Context: an optimization exercise on an open-source flow, tuned for small area. The choices shown serve that exercise and are no tape-out recipe. Only simulation tests tie the RTL to the original design; equivalence was not proved. Power and IR drop assume default switching activity.

--- flow/design.v ---
module KeyBoard_detection(
    input clk,
    input rst,
    input ps2_clk,
    input ps2_data, 
    output reg  [23:0] key  
    );
    reg [23:0] out;
    reg ps2_clk_r1,ps2_clk_r2; 
    wire ps2_clk_neg; 
    reg [3:0] ps2_clk_cnt; 
 always@(posedge clk) begin    
   if(rst)       
      ps2_clk_r1  <= 1'b1;   
   else        
      ps2_clk_r1  <= ps2_clk;     
 end 
 always@(posedge clk) begin     
    if(rst)        
        ps2_clk_r2  <= 1'b1;     
    else 
        ps2_clk_r2  <= ps2_clk_r1;
    end 
  assign ps2_clk_neg = (~ps2_clk_r1)&&(ps2_clk_r2);   
  always@(posedge clk) begin    
   if(rst)         
     ps2_clk_cnt <= 4'd0;    
   else if(ps2_clk_neg) begin         
     if(ps2_clk_cnt>=4'd10)            
       ps2_clk_cnt <= 4'd0;       
      else             
       ps2_clk_cnt <= ps2_clk_cnt + 4'd1;     
       end 
    end 
    always@(posedge clk) begin     
       if(rst)begin
        key <= 24'h0;        
        out   <= 24'h0;     
       end 
       else if(ps2_clk_neg)     
         begin        
           if((ps2_clk_cnt>=1)&&(ps2_clk_cnt<=8))            
             out <= { ps2_data,out[23:1]};
           if(ps2_clk_cnt==4'd9)
             key<=out; 
         end 
     end  
endmodule 
module KeyBoard_TOP(
    input clk,
    input rst,
    input por,
    input ps2_clk,ps2_data,
    output reg A_left_key_press,
	output reg A_right_key_press,
	output reg A_up_key_press,
	output reg A_down_key_press,
	output reg B_left_key_press,
	output reg B_right_key_press,
	output reg B_up_key_press,
	output reg B_down_key_press,
	output  A_fire,
	output  B_fire
    );
    wire [23:0] key;
    KeyBoard_detection KD(clk, rst, ps2_clk, ps2_data, key);
       reg afire,bfire;
    always@(posedge clk) begin
     if(por) begin
      A_up_key_press<=0;
      A_right_key_press<=0;
      A_down_key_press<=0;
      A_left_key_press<=0;
      B_up_key_press<=0;
      B_right_key_press<=0;
      B_down_key_press<=0;
      B_left_key_press<=0;
      afire<=0;
      bfire<=0;
     end else begin
      if((key[23:16]==8'h1D)&&(key[15:8]<8'hF0))
        A_up_key_press<=1;
      else if((key[23:16]==8'h23)&&(key[15:8]<8'hF0))
        A_right_key_press<=1;
      else if((key[23:16]==8'h1B)&&(key[15:8]<8'hF0))
        A_down_key_press<=1;
      else if((key[23:16]==8'h1C)&&(key[15:8]<8'hF0))
        A_left_key_press<=1;
      else if((key[23:16]==8'h1D)&&(key[15:8]==8'hF0))
        A_up_key_press<=0;
      else if((key[23:16]==8'h23)&&(key[15:8]==8'hF0))
        A_right_key_press<=0;
      else if((key[23:16]==8'h1B)&&(key[15:8]==8'hF0))
        A_down_key_press<=0;
      else if((key[23:16]==8'h1C)&&(key[15:8]==8'hF0))
        A_left_key_press<=0;
      else if((key[23:16]==8'h75)&&(key[15:8]<8'hF0))
        B_up_key_press<=1;
      else if((key[23:16]==8'h74)&&(key[15:8]<8'hF0))
        B_right_key_press<=1;
      else if((key[23:16]==8'h72)&&(key[15:8]<8'hF0))
        B_down_key_press<=1;
      else if((key[23:16]==8'h6B)&&(key[15:8]<8'hF0))
        B_left_key_press<=1;
      else if((key[23:16]==8'h75)&&(key[15:8]==8'hF0))
        B_up_key_press<=0;
      else if((key[23:16]==8'h74)&&(key[15:8]==8'hF0))
        B_right_key_press<=0;
      else if((key[23:16]==8'h72)&&(key[15:8]==8'hF0))
        B_down_key_press<=0;
      else if((key[23:16]==8'h6B)&&(key[15:8]==8'hF0))
        B_left_key_press<=0;
      else ;
      if((key[23:16]==8'h29)&&(key[15:8]<8'hF0))
        afire<=1;
      else if((key[23:16]==8'h29)&&(key[15:8]==8'hF0))
        afire<=0;
      else;
      if((key[23:16]==8'h70)&&(key[15:8]<8'hF0))
        bfire<=1;
      else if((key[23:16]==8'h70)&&(key[15:8]==8'hF0))
        bfire<=0;
      else;
     end
    end
    reg afire_r1,afire_r2; 
    always@(posedge clk)     
      if(por) afire_r1 <= 1'b0; else afire_r1 <= afire;
    always@(posedge clk)     
      if(por) afire_r2 <= 1'b0; else afire_r2 <= afire_r1;
    assign A_fire = afire_r1 & (~afire_r2); 
        reg bfire_r1,bfire_r2; 
    always@(posedge clk)     
      if(por) bfire_r1 <= 1'b0; else bfire_r1 <= bfire;
    always@(posedge clk)     
      if(por) bfire_r2 <= 1'b0; else bfire_r2 <= bfire_r1;
    assign B_fire = bfire_r1 & (~bfire_r2); 
endmodule
module jitter_clr(
    input clk, por,
    input button,
    output button_clean);
    reg [23:0] cnt;
    always@(posedge clk)
    begin
        if(por)
            cnt <= 24'h000000;
        else if(button == 1'b0)
            cnt <= 24'h000000;
        else if(cnt < 24'h800000)
            cnt <= cnt + 1'b1;
    end
    assign button_clean = cnt[23];
endmodule
module signal_edge(
    input clk, por,
    input button,
    output button_redge);
    reg button_r1, button_r2;
always@(posedge clk)
    if(por) button_r1 <= 1'b0;
    else button_r1 <= button;
always@(posedge clk)
    if(por) button_r2 <= 1'b0;
    else button_r2 <= button_r1;
assign button_redge = button_r1 & (~button_r2);
endmodule
module button_control(
    input clk, rst,
    input button_up, button_down, button_right, button_left, button_shoot,
    output up, down, right, left, shoot,
    output reg [7:0] led);
wire button_up_clean;
wire button_down_clean;
wire button_right_clean;
wire button_left_clean;
wire button_shoot_clean;
jitter_clr J0(clk, rst, button_up, button_up_clean);
jitter_clr J1(clk, rst, button_down, button_down_clean);    
jitter_clr J2(clk, rst, button_right, button_right_clean);
jitter_clr J3(clk, rst, button_left, button_left_clean);
jitter_clr J4(clk, rst, button_shoot, button_shoot_clean);
signal_edge S0(clk, rst, button_up_clean, up);
signal_edge S1(clk, rst, button_down_clean, down);
signal_edge S2(clk, rst, button_right_clean, right);
signal_edge S3(clk, rst, button_left_clean, left);
signal_edge S4(clk, rst, button_shoot_clean, shoot);
always @(posedge clk) begin
    if(rst)
        led <= 8'b1111_1111;
    else begin
        if(up)
            led[4] <= ~led[4];
        if(down)
            led[3] <= ~led[3];
        if(left)
            led[2] <= ~led[2];
        if(right) 
            led[1] <= ~led[1];
        if(shoot)
            led[0] <= ~led[0];
    end
end
endmodule
module ROM_ssegment(
    input [3:0] a,
    output reg [7:0] spo);
always @(*) begin
    case(a)
        4'h0: spo = 8'b1100_0000;
        4'h1: spo = 8'b1111_1001;
        4'h2: spo = 8'b1010_0100;
        4'h3: spo = 8'b1011_0000;
        4'h4: spo = 8'b1001_1001;
        4'h5: spo = 8'b1001_0010;
        4'h6: spo = 8'b1000_0010;
        4'h7: spo = 8'b1111_1000;
        4'h8: spo = 8'b1000_0000;
        4'h9: spo = 8'b1001_0000;
        4'ha: spo = 8'b1000_1000;
        4'hb: spo = 8'b1000_0011;
        4'hc: spo = 8'b1100_0110;
        4'hd: spo = 8'b1010_0001;
        4'he: spo = 8'b1000_0110;
        default: spo = 8'b1000_1110;
    endcase
end
endmodule
module ssegment(
    input clk, rst, por,
    input [3:0] hited,
    input [3:0] hit,
    output reg [7:0] SSEG_AN, SSEG_CA);
    parameter FIRST = 8'b1111_1110, THIRD = 8'b1111_1011;
    parameter LIFE = 4'd3;
    reg [31:0] count2;
    reg a;
    reg [3:0] score, life;
    wire [7:0] w1, w3;
wire [31:0] count2_inc = count2 + 1'b1;
always @(posedge clk)  
begin 
    if(por) begin
        count2 <= 32'b0;
        a <= 1'b0;
    end else begin
        count2 <= count2_inc;
        if(count2_inc == 1) a <= ~ a;
        else if(count2_inc == 32'h0001ffff) count2 <= 0;
    end
end
always @(posedge clk) begin
    if(rst) begin
        score <= 4'b0;
        life <= LIFE;
    end
    else begin
        score <= hit;
        life <= LIFE - hited;
    end
end
always @(posedge clk) begin
    if(por) begin
        SSEG_AN <= 8'hff;
        SSEG_CA <= 8'hff;
    end else if(a) begin
        SSEG_AN <= FIRST;
        SSEG_CA <= w1;
    end else begin
        SSEG_AN <= THIRD;
        SSEG_CA <= w3;
    end
end
ROM_ssegment R0(score, w1);
ROM_ssegment R1(life, w3);
endmodule
module enemy_position(  
    input clk, rst, vs_neg,
    output reg [10:0] enemy_x, enemy_y);
parameter HOR_SYNC = 11'd136, HOR_BACK_PORCH = 11'd160, HOR_ACTIVE_VEDIO = 11'd1024, HOR_FRONT_PORCH = 11'd24; 
parameter VER_SYNC = 11'd6, VER_BACK_PORCH= 11'd29, VER_ACTIVE_VEDIO = 11'd768, VER_FRONT_PORCH = 11'd3;  
parameter ENEMY_PLANE_HALF_WIDTH = 11'd64, ENEMY_PLANE_HALF_HEIGHT = 11'd64;
parameter RIGHT = 1'b1, LEFT = 1'b0;
reg enemy_v_direction;
always @(posedge clk) begin
    if(rst) begin
        enemy_x <= ENEMY_PLANE_HALF_WIDTH;
        enemy_y <= ENEMY_PLANE_HALF_HEIGHT;
    end else if(enemy_v_direction == RIGHT && vs_neg) 
        enemy_x <= enemy_x + 2'd2;
    else if(enemy_v_direction == LEFT && vs_neg) 
        enemy_x <= enemy_x - 2'd2;
end
always @(posedge clk) begin
    if(rst)
        enemy_v_direction <= RIGHT;
    else
        case(enemy_v_direction)
            RIGHT:
                if(enemy_x + ENEMY_PLANE_HALF_WIDTH >= HOR_ACTIVE_VEDIO - 1) 
                    enemy_v_direction <= LEFT;
            LEFT:
                if(enemy_x - ENEMY_PLANE_HALF_WIDTH <= 4'd4)
                    enemy_v_direction <= RIGHT;
        endcase
end
endmodule
module enemy_bullet_position(
    input clk, rst, por, vs_neg,
    input [10:0] enemy_x, enemy_y,
    input play,
    input [10:0] my_plane_x, my_plane_y,
    input [10:0] my_bullet_x, my_bullet_y,
    input have_bullet_now,
    output reg [3:0] hited,
    output reg [10:0] enemy_bullet_x, enemy_bullet_y,
    output reg have_enemy_bullet_now);
parameter MY_PLANE_WIDTH = 11'd128, MY_PLANE_HEIGHT = 11'd128;
parameter ENEMY_PLANE_WIDTH = 11'd128, ENEMY_PLANE_HEIGHT = 11'd128;
parameter MY_BULLET_WIDTH = 11'd32, MY_BULLET_HEIGHT = 11'd64;
parameter ENEMY_BULLET_WIDTH = 11'd18, ENEMY_BULLET_HEIGHT = 11'd32;
parameter MY_PLANE_HALF_WIDTH = 11'd64, MY_PLANE_HALF_HEIGHT = 11'd64;
parameter ENEMY_PLANE_HALF_WIDTH = 11'd64, ENEMY_PLANE_HALF_HEIGHT = 11'd64;
parameter ENEMY_BULLET_HALF_WIDTH = 11'd9, ENEMY_BULLET_HALF_HEIGHT = 11'd16;
parameter MY_BULLET_HALF_WIDTH = 11'd16, MY_BULLET_HALF_HEIGHT = 11'd32;
parameter HOR_SYNC = 11'd136, HOR_BACK_PORCH = 11'd160, HOR_ACTIVE_VEDIO = 11'd1024, HOR_FRONT_PORCH = 11'd24; 
parameter VER_SYNC = 11'd6, VER_BACK_PORCH= 11'd29, VER_ACTIVE_VEDIO = 11'd768, VER_FRONT_PORCH = 11'd3;  
always @(posedge clk) begin
    if(por) begin
        enemy_bullet_x <= ENEMY_PLANE_HALF_WIDTH;
        enemy_bullet_y <= ENEMY_BULLET_HALF_HEIGHT + ENEMY_PLANE_HEIGHT;
        have_enemy_bullet_now <= 1'b1;
        hited <= 4'b0000;
    end
    else if(rst) begin
        enemy_bullet_x <= ENEMY_PLANE_HALF_WIDTH;
        enemy_bullet_y <= ENEMY_BULLET_HALF_HEIGHT + ENEMY_PLANE_HEIGHT;
        hited<=4'b0000;
    end
    else begin
        if(enemy_bullet_y + ENEMY_BULLET_HALF_HEIGHT > VER_ACTIVE_VEDIO - 1'b1) begin
            enemy_bullet_x <= enemy_x;
            enemy_bullet_y <= enemy_y + ENEMY_PLANE_HALF_HEIGHT + ENEMY_BULLET_HALF_HEIGHT; 
            have_enemy_bullet_now <= 1'b1;     
        end 
        else if(vs_neg && hited < 4'd3) begin
            enemy_bullet_y <= enemy_bullet_y + 4'b0110;
        end
        if(((enemy_bullet_y + ENEMY_BULLET_HALF_HEIGHT + MY_PLANE_HALF_HEIGHT) >= my_plane_y) &&
           ((enemy_bullet_x + ENEMY_BULLET_HALF_WIDTH + MY_PLANE_HALF_WIDTH) >= my_plane_x) &&
           (enemy_bullet_x <= (my_plane_x + MY_PLANE_HALF_WIDTH + ENEMY_BULLET_HALF_WIDTH)) &&
           (enemy_bullet_y <= my_plane_y + ENEMY_BULLET_HALF_HEIGHT + MY_PLANE_HALF_HEIGHT) && have_enemy_bullet_now && play)
        begin
            have_enemy_bullet_now <= 1'b0;
            hited <= hited + 1'b1;
        end
    end
end
endmodule
module my_plane_control(
    input clk, rst, por,
    input up, down, right, left,
    input vs_neg,
    output reg [10:0] my_plane_x, my_plane_y);
parameter MY_PLANE_HALF_WIDTH = 11'd64, MY_PLANE_HALF_HEIGHT = 11'd64;
parameter MY_PLANE_WIDTH = 11'd128, MY_PLANE_HEIGHT = 11'd128;
parameter HOR_SYNC = 11'd136, HOR_BACK_PORCH = 11'd160, HOR_ACTIVE_VEDIO = 11'd1024, HOR_FRONT_PORCH = 11'd24; 
parameter VER_SYNC = 11'd6, VER_BACK_PORCH= 11'd29, VER_ACTIVE_VEDIO = 11'd768, VER_FRONT_PORCH = 11'd3;  
parameter ONE_MOVE = 11'd1;
reg [10:0] my_plane_next_x, my_plane_next_y;  
reg [23:0] counter_up, counter_down, counter_right, counter_left;
wire counter_up_edge, counter_down_edge, counter_right_edge, counter_left_edge;
always @(posedge clk) begin
    if(rst) begin
        counter_up <= 32'b0;
        counter_down <= 32'b0;
        counter_right <= 32'b0;
        counter_left <= 32'b0;
     end
    else begin
        if(up) counter_up <= counter_up + 1;
        else counter_up <= 32'b0;
        if(down) counter_down <= counter_down + 1;
        else counter_down <= 32'b0;
        if(right) counter_right <= counter_right + 1;
        else counter_right <= 32'b0;
        if(left) counter_left <= counter_left + 1;
        else counter_left <= 32'b0;
    end
end
always @(posedge clk) begin
    if(rst) begin
          my_plane_next_x <= 11'd400;
          my_plane_next_y <= 11'd512;
    end
    else begin
        if(counter_up_edge && (my_plane_next_y > ONE_MOVE + MY_PLANE_HALF_HEIGHT + MY_PLANE_HEIGHT))
            my_plane_next_y <= my_plane_next_y - ONE_MOVE;
        if(counter_down_edge && (my_plane_next_y + ONE_MOVE + MY_PLANE_HALF_HEIGHT < VER_ACTIVE_VEDIO))
            my_plane_next_y <= my_plane_next_y + ONE_MOVE;
        if(counter_right_edge && (my_plane_next_x + ONE_MOVE + MY_PLANE_HALF_WIDTH < HOR_ACTIVE_VEDIO))
            my_plane_next_x <= my_plane_next_x + ONE_MOVE;
        if(counter_left_edge && (my_plane_next_x > ONE_MOVE + MY_PLANE_HALF_WIDTH))
            my_plane_next_x <= my_plane_next_x - ONE_MOVE;
    end
end
always @(posedge clk)begin
    if(rst)begin
            my_plane_x <= 11'd400;
            my_plane_y <= 11'd512;
    end
    else if(vs_neg) 
    begin
        my_plane_x <= my_plane_next_x;
        my_plane_y <= my_plane_next_y;
    end
end
signal_edge S0(clk, por, counter_up[18], counter_up_edge);
signal_edge S1(clk, por, counter_down[18], counter_down_edge);
signal_edge S2(clk, por, counter_left[18], counter_left_edge);
signal_edge S3(clk, por, counter_right[18], counter_right_edge);
endmodule
module my_bullet_control(
    input clk, rst,
    input shoot,
    input vs_neg,
    input [10:0] my_plane_x, my_plane_y,
    input [10:0] enemy_x, enemy_y,
    input [10:0] enemy_bullet_x, enemy_bullet_y,
    output reg [10:0] my_bullet_x, my_bullet_y,
    output reg [3:0] hit,
    output reg have_bullet_now);
reg have_bullet_now_next;
reg [10:0] my_bullet_next_x, my_bullet_next_y;
parameter MY_PLANE_WIDTH = 11'd128, MY_PLANE_HEIGHT = 11'd128;
parameter ENEMY_PLANE_WIDTH = 11'd128, ENEMY_PLANE_HEIGHT = 11'd128;
parameter MY_BULLET_WIDTH = 11'd32, MY_BULLET_HEIGHT = 11'd64;
parameter ENEMY_BULLET_WIDTH = 11'd18, ENEMY_BULLET_HEIGHT = 11'd32;
parameter MY_PLANE_HALF_WIDTH = 11'd64, MY_PLANE_HALF_HEIGHT = 11'd64;
parameter ENEMY_PLANE_HALF_WIDTH = 11'd64, ENEMY_PLANE_HALF_HEIGHT = 11'd64;
parameter ENEMY_BULLET_HALF_WIDTH = 11'd9, ENEMY_BULLET_HALF_HEIGHT = 11'd16;
parameter MY_BULLET_HALF_WIDTH = 11'd16, MY_BULLET_HALF_HEIGHT = 11'd32;
always @(posedge clk) begin
    if(rst) begin
        my_bullet_next_x <= my_plane_x;
        my_bullet_next_y <= my_plane_y - MY_BULLET_HALF_HEIGHT - MY_PLANE_HALF_HEIGHT;
        have_bullet_now_next <= 1'b0;
        hit <= 4'b0;
    end
    else begin
        if(shoot && !have_bullet_now_next) begin
            my_bullet_next_x <= my_plane_x;
            my_bullet_next_y <= my_plane_y - MY_BULLET_HALF_HEIGHT - MY_PLANE_HALF_HEIGHT;
            have_bullet_now_next <= 1'b1;
        end
        else if(vs_neg) begin
            if(my_bullet_next_y  >  4'd3 + MY_BULLET_HALF_HEIGHT)  
                my_bullet_next_y <= my_bullet_next_y - 4'b0110;
            else begin  
                have_bullet_now_next <= 1'b0;
                my_bullet_next_x <= my_plane_x;
                my_bullet_next_y <= my_plane_y - MY_BULLET_HALF_HEIGHT - MY_PLANE_HALF_HEIGHT;
            end
            if((my_bullet_next_y <= enemy_y + ENEMY_PLANE_HALF_HEIGHT + MY_BULLET_HALF_HEIGHT) &&
                (my_bullet_next_x + MY_BULLET_HALF_WIDTH + ENEMY_PLANE_HALF_WIDTH >= enemy_x) &&
                (my_bullet_next_x <= enemy_x + MY_BULLET_HALF_WIDTH + ENEMY_PLANE_HALF_WIDTH) && have_bullet_now_next)
            begin
                have_bullet_now_next <= 1'b0;
                hit <= hit + 4'b1;
            end
            if(
                (my_bullet_next_x + ENEMY_BULLET_HALF_WIDTH + MY_BULLET_HALF_WIDTH >= enemy_bullet_x) &&
                (my_bullet_next_x <= enemy_bullet_x + ENEMY_BULLET_HALF_WIDTH + MY_BULLET_HALF_WIDTH) && have_bullet_now_next)
            begin
                have_bullet_now_next <= 1'b0;
            end
        end
    end
end
always @(posedge clk) begin
    if(rst) have_bullet_now <= 1'b0;
    else if(vs_neg) begin
        have_bullet_now <= have_bullet_now_next;
        if(my_bullet_y - MY_BULLET_HALF_HEIGHT < 0) have_bullet_now <= 1'b0;
    end
end
always @(posedge clk) begin
    if(rst) begin
        my_bullet_x <= my_plane_x;
        my_bullet_y <= my_plane_y - MY_BULLET_HALF_HEIGHT - MY_PLANE_HALF_HEIGHT;
    end 
    else if(vs_neg) begin
        my_bullet_x <= my_bullet_next_x;
        my_bullet_y <= my_bullet_next_y;
    end
end
endmodule
module plane_game_logic(
    input clk, rst,
    input button_left, button_shoot, button_right, button_up, button_down,
    input ps2_clk,ps2_data,
    input vs_neg,
    output [7:0] SSEG_CA, SSEG_AN,
    output [7:0] led,
    output reg play,
    output [3:0] hited,
    output [10:0] my_plane_x, my_plane_y,
    output [10:0] my_bullet_x, my_bullet_y,
    output have_bullet_now,
    output [10:0] enemy_x, enemy_y,
    output [10:0] enemy_bullet_x, enemy_bullet_y,
    output have_enemy_bullet_now);
wire up, down, left, right,shoot;
wire [3:0] hit;
wire A_left_key_press,A_right_key_press,A_up_key_press, A_down_key_press;
wire B_left_key_press,B_right_key_press,B_up_key_press,B_down_key_press;
wire A_fire, B_fire;
wire game_rst = rst | shoot;
always @(posedge clk) begin
    if(game_rst) play <= 1'b0;
    else if(up) play <= 1'b1;
end
enemy_position M3(
    .vs_neg   (vs_neg),
    .clk   (clk),
    .rst        (game_rst),
    .enemy_x    (enemy_x),
    .enemy_y    (enemy_y));
enemy_bullet_position M5(
    .vs_neg   (vs_neg),
    .clk        (clk),
    .rst        (game_rst),
    .por        (rst),
    .my_plane_x (my_plane_x),
    .my_plane_y (my_plane_y),
    .my_bullet_x (my_bullet_x),
    .my_bullet_y (my_bullet_y),
    .hited    (hited),
    .play       (play),
    .have_enemy_bullet_now  (have_enemy_bullet_now),
    .enemy_x    (enemy_x),
    .enemy_y    (enemy_y),
    .have_bullet_now (have_bullet_now),
    .enemy_bullet_x (enemy_bullet_x),
    .enemy_bullet_y (enemy_bullet_y));
button_control M8(
    .clk    (clk),
    .rst    (rst),
    .button_down    (button_down),
    .button_left    (button_left),
    .button_right   (button_right),
    .button_up    (button_up),
    .button_shoot   (button_shoot),
    .down   (down),
    .left   (left),
    .up     (up),
    .right  (right),
    .shoot  (shoot),
    .led    (led));
my_plane_control M9(
    .clk    (clk),
    .rst    (game_rst),
    .por    (rst),
    .up     (A_up_key_press),
    .down   (A_down_key_press),
    .right  (A_right_key_press),
    .left   (A_left_key_press),
    .vs_neg (vs_neg),
    .my_plane_x     (my_plane_x),
    .my_plane_y     (my_plane_y));
my_bullet_control M10(
    .clk    (clk),
    .rst    (game_rst),
    .shoot  (A_fire),
    .vs_neg (vs_neg),
    .enemy_x    (enemy_x),
    .enemy_y    (enemy_y),
    .enemy_bullet_x (enemy_bullet_x),
    .enemy_bullet_y (enemy_bullet_y),
    .hit        (hit),
    .my_plane_x (my_plane_x),
    .my_plane_y (my_plane_y),
    .my_bullet_x    (my_bullet_x),
    .my_bullet_y    (my_bullet_y),
    .have_bullet_now    (have_bullet_now));
ssegment M11(
    .clk    (clk),
    .rst    (game_rst),
    .por    (rst),
    .SSEG_CA    (SSEG_CA),
    .SSEG_AN    (SSEG_AN),
    .hit    (hit),
    .hited  (hited));
KeyBoard_TOP M12(
    .clk    (clk),
    .rst    (game_rst),
    .por    (rst),
    .ps2_clk    (ps2_clk),
    .ps2_data   (ps2_data),
    .A_left_key_press   (A_left_key_press),
	.A_right_key_press     (A_right_key_press),
	.A_up_key_press        (A_up_key_press),
	.A_down_key_press      (A_down_key_press),
	.B_left_key_press      (B_left_key_press),
	.B_right_key_press     (B_right_key_press),
	.B_up_key_press        (B_up_key_press),
	.B_down_key_press      (B_down_key_press),
	.A_fire        (A_fire),
	.B_fire        (B_fire));
endmodule
--- flow/run.sh ---
#!/bin/bash
# synth_recipe.tcl (not shown) runs the flow's synth.tcl, then flattens the netlist and writes it again
# the make line also repeats each setting of config.mk as NAME=value (left out here)
make -C /OpenROAD-flow-scripts/flow DESIGN_CONFIG=/design/flow/config.mk WORK_HOME=/design/flow/orfs CLKGATE_MAP_FILE= SYNTH_SCRIPT=/design/flow/synth_recipe.tcl finish
--- flow/config.mk ---
export PLATFORM = sky130hd
export DESIGN_NAME = plane_game_logic
export DESIGN_NICKNAME = plane_game_logic
export VERILOG_FILES = /design/flow/design.v
export SDC_FILE = /design/flow/constraint.sdc
export NUM_CORES = 4
export LEC_CHECK = 0
export CAP_MARGIN = 20
export CORE_MARGIN = 2
export CORE_UTILIZATION = 40
export PLACE_DENSITY = 0.6
export SLEW_MARGIN = 20
--- flow/constraint.sdc ---
create_clock -name core_clock -period 10.0 [get_ports {clk}]
set_input_delay 2.0000 -clock core_clock [delete_from_list [all_inputs] [get_ports {clk}]]
set_output_delay 2.0000 -clock core_clock [all_outputs]
set_load 0.01 [all_outputs]
==> notes.md <==
-- sequential cells by signal, indices dropped and copies added, names as in the netlist, 19 cells and up --
name and flops:
M11.count2 32, M8.J0.cnt 24, M8.J1.cnt 24, M8.J2.cnt 24
M8.J3.cnt 24, M8.J4.cnt 24, M9.counter_down 19, M9.counter_left 19
M9.counter_right 19, M9.counter_up 19
-- layer usage --
layer / GRT usage (%) / vias up / routed length [µm]
li1: - / 9098 / -
met1: 22.0 / 8539 / 23600
met2: 29.0 / 335 / 24000
met3: 2.64 / 78 / 2150
met4: 4.97 / 0 / 1240
met5: 0 / - / 0
-- cells in the final DEF, fill, tap and decap left out, types with 22 or more instances in the layout --
cell type / n
a21oi_1: 112
nand3_1: 118
dfxtp_1: 407
conb_1: 24
clkbuf_16: 51
nand2_1: 213
and3_1: 55
a21o_1: 23
nor3_1: 39
nand4_1: 59
nor4_1: 22
edfxtp_1: 44
ha_1: 140
xnor2_1: 135
o21ai_0: 89
nor2b_1: 56
nor2_1: 387
or3_1: 34
mux2i_1: 69
xor2_1: 165
nand2b_1: 24
clkdlybuf4s50_1: 102
inv_1: 101
-- cells in the mapped netlist (5+ instances only) --
| cell type | count |
|---|---|
| a211oi_1 | 14 |
| nand2_1 | 213 |
| nand2b_1 | 24 |
| o211ai_1 | 10 |
| edfxtp_1 | 44 |
| a31oi_1 | 12 |
| a21o_1 | 23 |
| nor4_1 | 22 |
| nor4b_1 | 6 |
| o21a_1 | 6 |
| and3b_1 | 5 |
| o2111ai_1 | 5 |
| dfxtp_1 | 407 |
| nand3_1 | 118 |
| xor2_1 | 165 |
| a41oi_1 | 5 |
| clkbuf_1 | 96 |
| and4_1 | 18 |
| or3_1 | 34 |
| or4_1 | 8 |
| o21ai_0 | 89 |
| o31ai_1 | 8 |
| and2_1 | 13 |
| or2_2 | 12 |
| and3_1 | 55 |
| inv_1 | 101 |
| nor2_1 | 388 |
| nand4_1 | 59 |
| mux2i_1 | 69 |
| nor2b_1 | 56 |
| a211o_1 | 8 |
| buf_4 | 24 |
| buf_1 | 8 |
| o22ai_1 | 6 |
| ha_1 | 140 |
| xnor2_1 | 135 |
| nor3b_1 | 5 |
| a21oi_1 | 113 |
| nor3_1 | 39 |
-- kinds of logic (layout without fill, tap and decap cells) --
kind of cell | Yosys count | after routing
simple gates | 1090 | 1090
flops | 451 | 451
compound gates | 343 | 343
xor+xnor | 300 | 300
buf+inv | 235 | 307
fa+ha+maj | 142 | 142
mux | 71 | 71
other cells | 2 | 24
-- final timing paths --
| kind | startpoint | slack (ps) | endpoint | cells after the start |
|---|---|---|---|---|
| worst min-delay path | M11.w1[3]$_DFF_P_ | 440 | M11.SSEG_CA[3]$_SDFF_PP1_ | 1 |
| worst max register to register | M5.enemy_bullet_y[4]$_SDFFE_PP1P_ | 6150 | M5.hited[1]$_SDFFE_PP0P_ | 16 |
| worst max-delay path | vs_neg | 5250 | M3.enemy_x[10]$_SDFFE_PN0P_ | 12 |
| worst min register to register | M11.w1[3]$_DFF_P_ | 440 | M11.SSEG_CA[3]$_SDFF_PP1_ | 1 |
-- worst register-to-register path, stage by stage (launching register included) --
cell,delay [ps]
dfxtp_1,540
ha_1,320
xor2_1,270
ha_1,260
inv_1,50
o21ai_0,150
a22oi_1,100
xnor2_1,160
ha_1,290
and4_1,200
o211ai_1,100
a21oi_1,110
a2111oi_0,80
buf_4,170
a21oi_1,490
and2_1,280
mux2i_1,200
-- through the flow --
| stage | area, µm² | util (%) | total power, mW | setup WS [ps] |
|---|---|---|---|---|
| after floorplan | 23100 | - | 2.27 | 5300 |
| after global placement | 24500 | 43.3 | 2.40 | 4770 |
| after detailed placement | 24500 | 43.3 | 2.42 | 4670 |
| after CTS | 26200 | 46.4 | 4.33 | 5310 |
| after global routing | 26300 | 46.4 | 4.46 | 4890 |
| final | 26300 | 46.4 | 4.27 | 5250 |
-- power by group through the flow --
stage               clock network, mW  logic [mW]  registers [mW]
finish                           1.89       0.443            1.94
detailed placement                  0       0.444            1.98
global placement                    0       0.427            1.98
global route                     2.02       0.500            1.94
CTS                              1.94       0.446            1.94
floorplan                           0       0.312            1.96
-- final cells by class --
class / count / area [µm²] / area share (%)
clock buffers: 64 / 1380 / 5.24
clock inverters: 30 / 337 / 1.28
inverters: 101 / 379 / 1.44
multi-input cells: 1970 / 12700 / 48.2
flip-flops and latches: 451 / 9470 / 36.1
well taps: 756 / 946 / 3.60
repair buffers: 112 / 1090 / 4.16
==> notes.md <==
Area of the die: 59400 µm². The number of H-tree levels came out at 2. The number of synthesized register bits was 451. The stage delay of the slowest cell on the critical path was 630 ps; the antenna diode count was 0. Hold is met by 444 ps. The core region is 56600 µm². The floorplan has 87 rows. During placement, the flow inserted port buffers numbering 104. The maximum vdd drop was 0.000131 V; the highest fanout seen on the critical path was 46. For this design the total switching power over the nets is 1.06 mW. In the final design database the tool counted 2837 nets. The number of sinks handled by clock tree synthesis came out at 451. Dividing the detail-routed via count by the number of cells gives 5.18. For the worst setup path, the data arrival time is 5190 ps. The tree is rooted in a clkbuf_16. In this run, synthesis inferred 44 flip-flops with an integrated enable.

Summed over all instances, the cell type with the most area after synthesis is dfxtp_1. The run gives 17.0% as the overall fraction of global-route tracks in use. The cell internal power dissipation came out at 3.21 mW. The post-layout minimum cycle time is 4750 ps.

Before antenna repair, the detailed router went through 5 iterations. Registers are responsible for 45.4% of the overall power. The total detailed-routing wirelength is 51000 µm. By startpoint and endpoint, the worst setup path is classified as primary input to register. Including well taps, the total number of placed cells is 3390. Across the run, the number of max-cap violations was 0.

STA classifies the critical path endpoint as a register. Setup repair after global routing left no endpoint under its margin. Net switching is 24.8% of the power. The tools report the combinational fraction of design power as 10.4%. The cell family contributing the most delay on the critical path is compound AO/OA/AOI/OAI gates. Setup violations remaining at the end of the flow were counted as 0. The data required time of the critical path is 10440 ps.

Once the clock tree was built, the setup fixing pass inserted 0 buffers. Detailed routing inserted a total of 18050 vias. The post-synthesis instance area was 23000 µm²; the clock input transition at the sequential cells of the worst setup and hold paths was 60 ps. The final-layout fill cell count was 5495. The HPWL after detailed placement was 36200 µm. In the final layout, the share of cells above drive strength 1 is 4.47%. The floorplan step set the die width to 244 µm.

The post-synthesis area per instance works out to 8.73 µm². The most used flip-flop cell after synthesis is dfxtp_1. The final instance count without filler cells was 3484.

Iteration-0 DRC count of the detailed router: 1002. The area share of the leading cell type in the synthesized netlist was 35.4%; the final hold violation count was 0. In the final timing run, aggregate negative setup slack is 0 ps. The synthesized netlist devotes 7.75% of its cell area to adder and majority cells.

The power per standard cell area works out to 163 nW/µm². Of the total synthesized cell area, the portion taken by AND, OR, NAND and NOR gates is 22.9%. The Yosys step of the flow raised 12 warnings.

In the routed design, unresolved DRC markers number 0. The number of antenna violations at the first check in global routing came out at 0. The tools report the startpoint type of the worst setup path as a primary input. By area the synthesized netlist is led by dfxtp_1 (35%), ha_1 (7.6%), nor2_1 (6.3%). The run gives 44.2% as the clock network fraction of total power. TritonCTS built the clock tree. Counting the buffers created by CTS gives 50. Summing the areas of all compound-gate instances in the mapped netlist gives 9.29% of the synthesized area. At the pin with the least slew margin, the transition time is 1020 ps. The logs give 85700 µm for the global-route wire length before repair and 3 for the buffer levels on the longest clock path. Once the floorplan was initialized, standard cells occupied 40.6% of the core. The flow ran to the end and the layout has no timing, DRC or antenna violations. For this run, the top clock speed supported by timing is 211 MHz.

The post-synthesis sequential area ratio was 41.2%. The number of max-slew violations in the final report is 0. The path class of the tightest hold or removal check is register to register. Measured against the total synthesized area, the mux share comes to 3.10%. The number of buffers and inverters on the critical path is 2. At the later pin of the worst-skew pair, clock insertion delay measures 590 ps.

The slowest stage of the critical path is the a2111oi_0 cell. After synthesis, the share of flip-flops with an asynchronous set or reset is 0%. The logs give 17510 for the number of global-route vias before repair and 0 for the number of cells upsized or downsized after cts. The xor/xnor share of the synthesized area was 11.4%; the per-cell routed wire length was 14.6 µm.

In the finished design, the share of the clock period the worst path needs comes to 47.5%. In this run the static leakage power is 9.82 nW. Buffers inserted to repair hold after CTS numbered 0.

The worst pin sits at a relative slew slack of 31.2%. Global routing finished with a remaining overflow of 0. The total I/O pin count is 129. The number of cells produced by synthesis is 2634. The combinational family with the most area after synthesis is simple AND/OR/NAND/NOR gates. The logs give 76 for the count of cell types in the netlist and 0.886 for the final estimated routing congestion in global placement. The count of nets left with antenna violations once routing finished came out at 0. Walking the worst path, the cells encountered are buf_2 > buf_4 > nand2_1 > ha_1 > a21o_1 > a21o_1 > a2111oi_0 > o311ai_0 > xnor2_1 > nand2_1 > xnor2_1 > nor2_1.

The vertical extent of the die came out at 244 µm. Entering global routing, the biggest net connects 70 pins. The worst-case clock skew is 22.2 ps, and the area overhead of the layout relative to synthesis is 14.1%.

-- re-timing with driven ports --
The flow's constraints put no driver on any port. The routed layout listed below was extracted and timed again, unchanged, in two steps. Step 1, drivers: a clkbuf_16 drives clk and a buf_2 each remaining input, both assumed. Step 2 times the ports against the registers' clock, not the clock port: input delays grow and output delays shrink by t, the midpoint of the rising clock arrivals with the driver on. a / b / c = ideal / step 1 / step 2; a / b = the first two.
t, ns: 0.638
setup slack, ns: 5.251 / 5.286 / 4.648
worst hold slack (ns): 0.444 / 0.444 / 0.444
latest minus earliest clock arrival (ns): 0.027 / 0.026
slew at the worst register clock pin (ns): 0.06 / 0.06
After both steps this run still meets setup and hold. The setup slack of this run moves by +0.035 ns with the drivers and by -0.603 ns with both steps.
